Context: an optimization exercise on an open-source flow, tuned for small area. The choices shown serve that exercise and are no tape-out recipe.
RTL that was checked went through simulation tests only; none was proved equivalent to the original.
No driver is modelled on the clock port, so clocking that relies on it looks cheaper here than on a real chip.
Power and IR drop assume default switching activity.

==> module uart_fifo, before the edit <==
module uart_fifo(
    input clk,
    input reset,
    input uart_rx,
    output uart_tx,
    output [7:0] led
);
    reg [3:0] rph;
    reg [3:0] rb;
    reg [7:0] rsh;
    reg rrdy, fwr;
    wire ract = rb[3] | ~rb[1];
    wire rsmp = ract & (rph == 4'd15);
    always @(posedge clk or posedge reset) begin
        if (reset) begin
            rb <= 4'd2;
            rrdy <= 1'b0;
            fwr <= 1'b0;
        end else begin
            rrdy <= rsmp & (rb == 4'd1);
            fwr <= rrdy;
            if (!ract) begin
                if (!uart_rx) rb <= 4'd8;
            end else if (rsmp) begin
                rb <= rb + 4'd1;
            end
        end
    end
    always @(posedge clk) begin
        rph <= (!ract) ? 4'd0 : rph + 4'd1;
        if (rsmp & rb[3]) rsh <= {uart_rx, rsh[7:1]};
    end
    reg [7:0] mem [0:15];
    reg cnt;
    reg [3:0] s;
    reg [7:0] dout;
    reg [8:0] t;
    wire busy = t[8];
    wire rd = cnt & ~busy;
    integer i;
    always @(posedge clk) begin
        if (fwr) begin
            mem[0] <= rsh;
            for (i = 1; i < 16; i = i + 1) mem[i] <= mem[i-1];
        end
    end
    always @(posedge clk or posedge reset) begin
        if (reset) begin
            cnt <= 1'b0;
            s <= 4'd0;
            dout <= 8'd0;
        end else begin
            cnt <= ~rd & (cnt | fwr);
            if (rd & fwr) s <= s + 4'd1;
            if (rd) dout <= mem[s];
        end
    end
    reg flag;
    always @(posedge clk or posedge reset) begin
        if (reset) begin
            t <= 9'd0;
        end else begin
            if (rd) t <= 9'd351;
            else if (busy) t <= t + 9'd1;
        end
    end
    always @(posedge clk) begin
        if (t == 9'd351) flag <= 1'b0;
        else if (fwr) flag <= 1'b1;
    end
    wire [7:0] txb = flag ? mem[1] : mem[0];
    assign uart_tx = (busy & t[7]) ? txb[t[6:4]] : ~(busy & (t[7:4] == 4'd7));
    assign led = dout;
endmodule
export LEC_CHECK = 0
export CAP_MARGIN = 20
export CORE_MARGIN = 2
export CORE_UTILIZATION = 40
export SLEW_MARGIN = 20
create_clock -name core_clock -period 10.0 [get_ports {clk}]
run.sh (not shown) runs the stock make flow with config.mk's settings and CLKGATE_MAP_FILE= SYNTH_SCRIPT=/design/flow/synth_recipe.tcl, a recipe that flattens the netlist after the stock synthesis.
The starting point completed with no timing, DRC or antenna violations.
Edit:
--- a/flow/design.v
+++ b/flow/design.v
@@ -30,46 +30,66 @@
     always @(posedge clk) begin
         rph <= (!ract) ? 4'd0 : rph + 4'd1;
         if (rsmp & rb[3]) rsh <= {uart_rx, rsh[7:1]};
     end
-    reg [7:0] mem [0:15];
     reg cnt;
-    reg [3:0] s;
-    reg [7:0] dout;
-    reg [8:0] t;
+    reg [3:0] pw, pr;
+    reg [8:0] t;             
     wire busy = t[8];
     wire rd = cnt & ~busy;
+    reg [7:0] ring [0:15];
+    wire [7:0] tap = ring[15];
+    wire wphys = ract & (rb == 4'd0) & (pw == 4'd15);
     integer i;
     always @(posedge clk) begin
-        if (fwr) begin
-            mem[0] <= rsh;
-            for (i = 1; i < 16; i = i + 1) mem[i] <= mem[i-1];
-        end
+        ring[0] <= wphys ? rsh : tap;
+        for (i = 1; i < 16; i = i + 1) ring[i] <= ring[i-1];
     end
     always @(posedge clk or posedge reset) begin
         if (reset) begin
             cnt <= 1'b0;
-            s <= 4'd0;
-            dout <= 8'd0;
+            pw <= 4'd0;
+            pr <= 4'd0;
         end else begin
             cnt <= ~rd & (cnt | fwr);
-            if (rd & fwr) s <= s + 4'd1;
-            if (rd) dout <= mem[s];
+            pw <= pw + 4'd1 + {3'd0, fwr};
+            pr <= pr + 4'd1 + {3'd0, rd};
         end
     end
-    reg flag;
+    reg [7:0] nxt;
+    wire fix = fwr & ~rd & (pw == pr);
+    wire fetch = busy & (t[7:4] == 4'd6) & (pr == 4'd15);
+    always @(posedge clk) begin
+        if (fix) nxt <= rsh;
+        else if (fetch) nxt <= tap;
+    end
+    reg [7:0] dout;
+    always @(posedge clk or posedge reset) begin
+        if (reset) dout <= 8'd0;
+        else if (rd) dout <= nxt;
+    end
+    reg flag;                
+    reg pre;                 
+    reg tx;
     always @(posedge clk or posedge reset) begin
         if (reset) begin
             t <= 9'd0;
         end else begin
             if (rd) t <= 9'd351;
             else if (busy) t <= t + 9'd1;
         end
     end
+    wire [2:0] lane = t[6:4] + 3'd1;
+    wire nb = (pw == {3'd0, flag}) ? tap[lane] : pre;
     always @(posedge clk) begin
         if (t == 9'd351) flag <= 1'b0;
         else if (fwr) flag <= 1'b1;
+        pre <= nb;
     end
-    wire [7:0] txb = flag ? mem[1] : mem[0];
-    assign uart_tx = (busy & t[7]) ? txb[t[6:4]] : ~(busy & (t[7:4] == 4'd7));
+    always @(posedge clk or posedge reset) begin
+        if (reset) tx <= 1'b1;
+        else if (busy & (t[3:0] == 4'd15) & (t[7] | t[5]))
+            tx <= (t[7:4] == 4'd6) ? 1'b0 : (t[7:4] == 4'd15) ? 1'b1 : nb;
+    end
+    assign uart_tx = tx;
     assign led = dout;
 endmodule
The new run completed with no timing, DRC or antenna violations.
Design area is lower by 20%.
Via count is lower by 38%.
Sequential power is higher by 5.3%.
Clock-buffer cell count is lower by 5.
Flip-flop and latch count is higher by 14.
Power is higher by 11%.
Critical path depth is lower by 4.
Worst setup slack gains 1300 ps.
Utilization is higher by 2.0 points.
Final cell count is lower by 19%.
Die area is lower by 23%.
Fmax is higher by 36%.

---

Another version of the RTL of uart_fifo (not shown whole).
Size in the first run: ~12 I/O pins, ~4600 um^2 of cells after synthesis.
==> module uart_fifo, before the edit <==
module uart_fifo(
    input clk,
    input reset,
    input uart_rx,
    output uart_tx,
    output [7:0] led
);
    function [3:0] db;
        input [3:0] q;
        db = {q[2:0], q[3] ^ q[2] ^ (q[2:0] == 3'd0)};
    endfunction
    reg ract;
    reg [3:0] ul, uh;
    reg sb;
    reg fwr;
    wire rsmp = ract & (ul == 4'd8);
    wire rend = rsmp & (uh == 4'd0);
    wire rrdy = sb & ~ract;
    always @(posedge clk or posedge reset) begin
        if (reset) begin
            ract <= 1'b0;
            sb <= 1'b0;
            fwr <= 1'b0;
        end else begin
            fwr <= rrdy;
            if (!ract) ract <= ~uart_rx;
            else if (rend) ract <= 1'b0;
            if (rsmp) sb <= uart_rx | rend;
            else if (!ract) sb <= 1'b0;
        end
    end
    always @(posedge clk) begin
        ul <= ract ? db(ul) : 4'd0;
        uh <= ract ? uh + {3'd0, ul == 4'd8} : 4'd7;
    end
    reg cnt;
    reg [3:0] pw, pr;
    reg busy;                
    reg [3:0] tlo, th;       
    wire rd = cnt & ~busy;
    reg [7:0] ring [0:15];
    wire [7:0] tap = ring[15];
    wire wbit = ract & uh[3] & (pw == 4'd15);
    wire trot;
    wire [7:0] rin = (wbit | trot) ? {wbit ? sb : tap[0], tap[7:1]} : tap;
    integer i;
    always @(posedge clk) begin
        ring[0] <= rin;
        for (i = 1; i < 16; i = i + 1) ring[i] <= ring[i-1];
    end
    always @(posedge clk or posedge reset) begin
        if (reset) begin
            cnt <= 1'b0;
            pw <= 4'd0;
            pr <= 4'd0;
        end else begin
            cnt <= ~rd & (cnt | fwr);
            pw <= pw + 4'd1 + {3'd0, fwr};
            pr <= pr + 4'd1 + {3'd0, rd};
        end
    end
    reg [7:0] nxt;
    wire fwin = busy & ~th[3] & ~(th[1] & th[0]) & ~(th[1] & (tlo == 4'd8));
    wire fetch = fwin & (pr == 4'd15);
    wire cap = wbit & ~cnt & (pw == pr);
    always @(posedge clk) begin
        if (fetch | cap) nxt <= rin;
    end
    reg [7:0] dout;
    always @(posedge clk or posedge reset) begin
        if (reset) dout <= 8'd0;
        else if (rd) dout <= nxt;
    end
    reg flag;                
    reg pre;                 
    reg tx;
    always @(posedge clk or posedge reset) begin
        if (reset) busy <= 1'b0;
        else busy <= rd | (busy & ~((th == 4'd15) & (tlo == 4'd8)));
    end
    always @(posedge clk) begin
        tlo <= rd ? 4'd8 : db(tlo);
        th <= rd ? 4'd5 : th + {3'd0, tlo == 4'd8};
    end
    wire tslot = (pw == {3'd0, flag});
    assign trot = tslot & busy & ((th[3] & ~(th[2] & th[1] & th[0])) | (th == 4'd7));
    wire nb = tslot ? tap[0] : pre;
    always @(posedge clk) begin
        if (busy & ~th[3] & ~th[1]) flag <= 1'b0;
        else if (fwr) flag <= 1'b1;
        pre <= nb;
    end
    always @(posedge clk or posedge reset) begin
        if (reset) tx <= 1'b1;
        else if (busy & (tlo == 4'd8) & (th[3] | th[1]))
            tx <= (~th[3] & ~th[0]) ? 1'b0 : (th == 4'd15) ? 1'b1 : nb;
    end
    assign uart_tx = tx;
    assign led = dout;
endmodule
clock: 10.0 ns
lec_check: 0
cap_margin: 20
core_margin: 2
core_utilization: 60
slew_margin: 20
standard.sh (not shown) runs the stock make flow with config.mk's settings and CLKGATE_MAP_FILE= SYNTH_SCRIPT=/design/flow/synth_recipe.tcl, a recipe that flattens the netlist after the stock synthesis.
==> flow/flow/run.sh <==
#!/bin/bash
# Standard layout, except:
# - the clock tree is built by flow/clock_tree.tcl before CTS (a root buffer
#   and one clkbuf_16 per region of registers); CTS then skips its nets;
# - ports are buffered with buf_1;
# - after global routing, gates off the critical paths are downsized
#   (ORFS's power recovery, on all paths).
set -o pipefail
export PRE_CTS_TCL="$PWD/flow/clock_tree.tcl"
export BUFFER_PORTS_ARGS="-buffer_cell sky130_fd_sc_hd__buf_1"
export RECOVER_POWER=100
bash standard.sh > standard.log 2>&1
Other scripts of this flow, unchanged in this note and not shown: flow/flow/clock_tree.tcl
Edit:
--- a/flow/design.v
+++ b/flow/design.v
@@ -60,13 +60,13 @@
             pr <= pr + 4'd1 + {3'd0, rd};
         end
     end
     reg [7:0] nxt;
     wire fwin = busy & ~th[3] & ~(th[1] & th[0]) & ~(th[1] & (tlo == 4'd8));
     wire fetch = fwin & (pr == 4'd15);
-    wire cap = wbit & ~cnt & (pw == pr);
+    wire cap = wbit & ~cnt & (pr == 4'd15);    
     always @(posedge clk) begin
         if (fetch | cap) nxt <= rin;
     end
     reg [7:0] dout;
     always @(posedge clk or posedge reset) begin
         if (reset) dout <= 8'd0;
Effect:
- total power is about the same
- fmax climbs slightly
- wire length goes down by a little under a tenth
- die area fell slightly
- register-to-register slack loses 0.13 ns
- worst hold slack is about the same
- setup slack gains 0.013 ns
- sequential cell count does not change
- sequential share of layout area went up by 0.63 points
Only the layout flow was run in the second run of this note; the RTL was not checked for function there.

==> afterwards: timing with drivers on the ports <==
How much do the figures lean on ideal ports? The routed layouts below were timed once more, with nothing changed but the port constraints. Step 1 (the two cells are an assumption about what drives the block):
set clk [get_ports {clk}]
set_driving_cell -lib_cell sky130_fd_sc_hd__clkbuf_16 $clk
set_driving_cell -lib_cell sky130_fd_sc_hd__buf_2 [delete_from_list [all_inputs] $clk]
Step 2 moves the port delays by t, midway between the first and last clock arrival at a register: inputs arrive t later, outputs are due t later. That takes back most of the time a late clock gives input paths. Three values: no drivers, after step 1, after step 2; two values: the first two.
| run | shift t [ns] | setup WS [ns] | clock arrival spread, ns |
|---|---|---|---|
| the first run of note 1 | 0.459 | 5.248 / 5.210 / 5.669 | 0.013 / 0.014 |
| the second run of note 1 | 0.451 | 6.501 / 6.461 / 6.911 | 0.011 / 0.011 |
| the first run of note 2 | 0.488 | 6.829 / 6.803 / 7.291 | 0.016 / 0.016 |
| the second run of note 2 | 0.495 | 6.842 / 6.814 / 7.309 | 0.014 / 0.014 |
After both steps setup and hold are still met in every run listed.
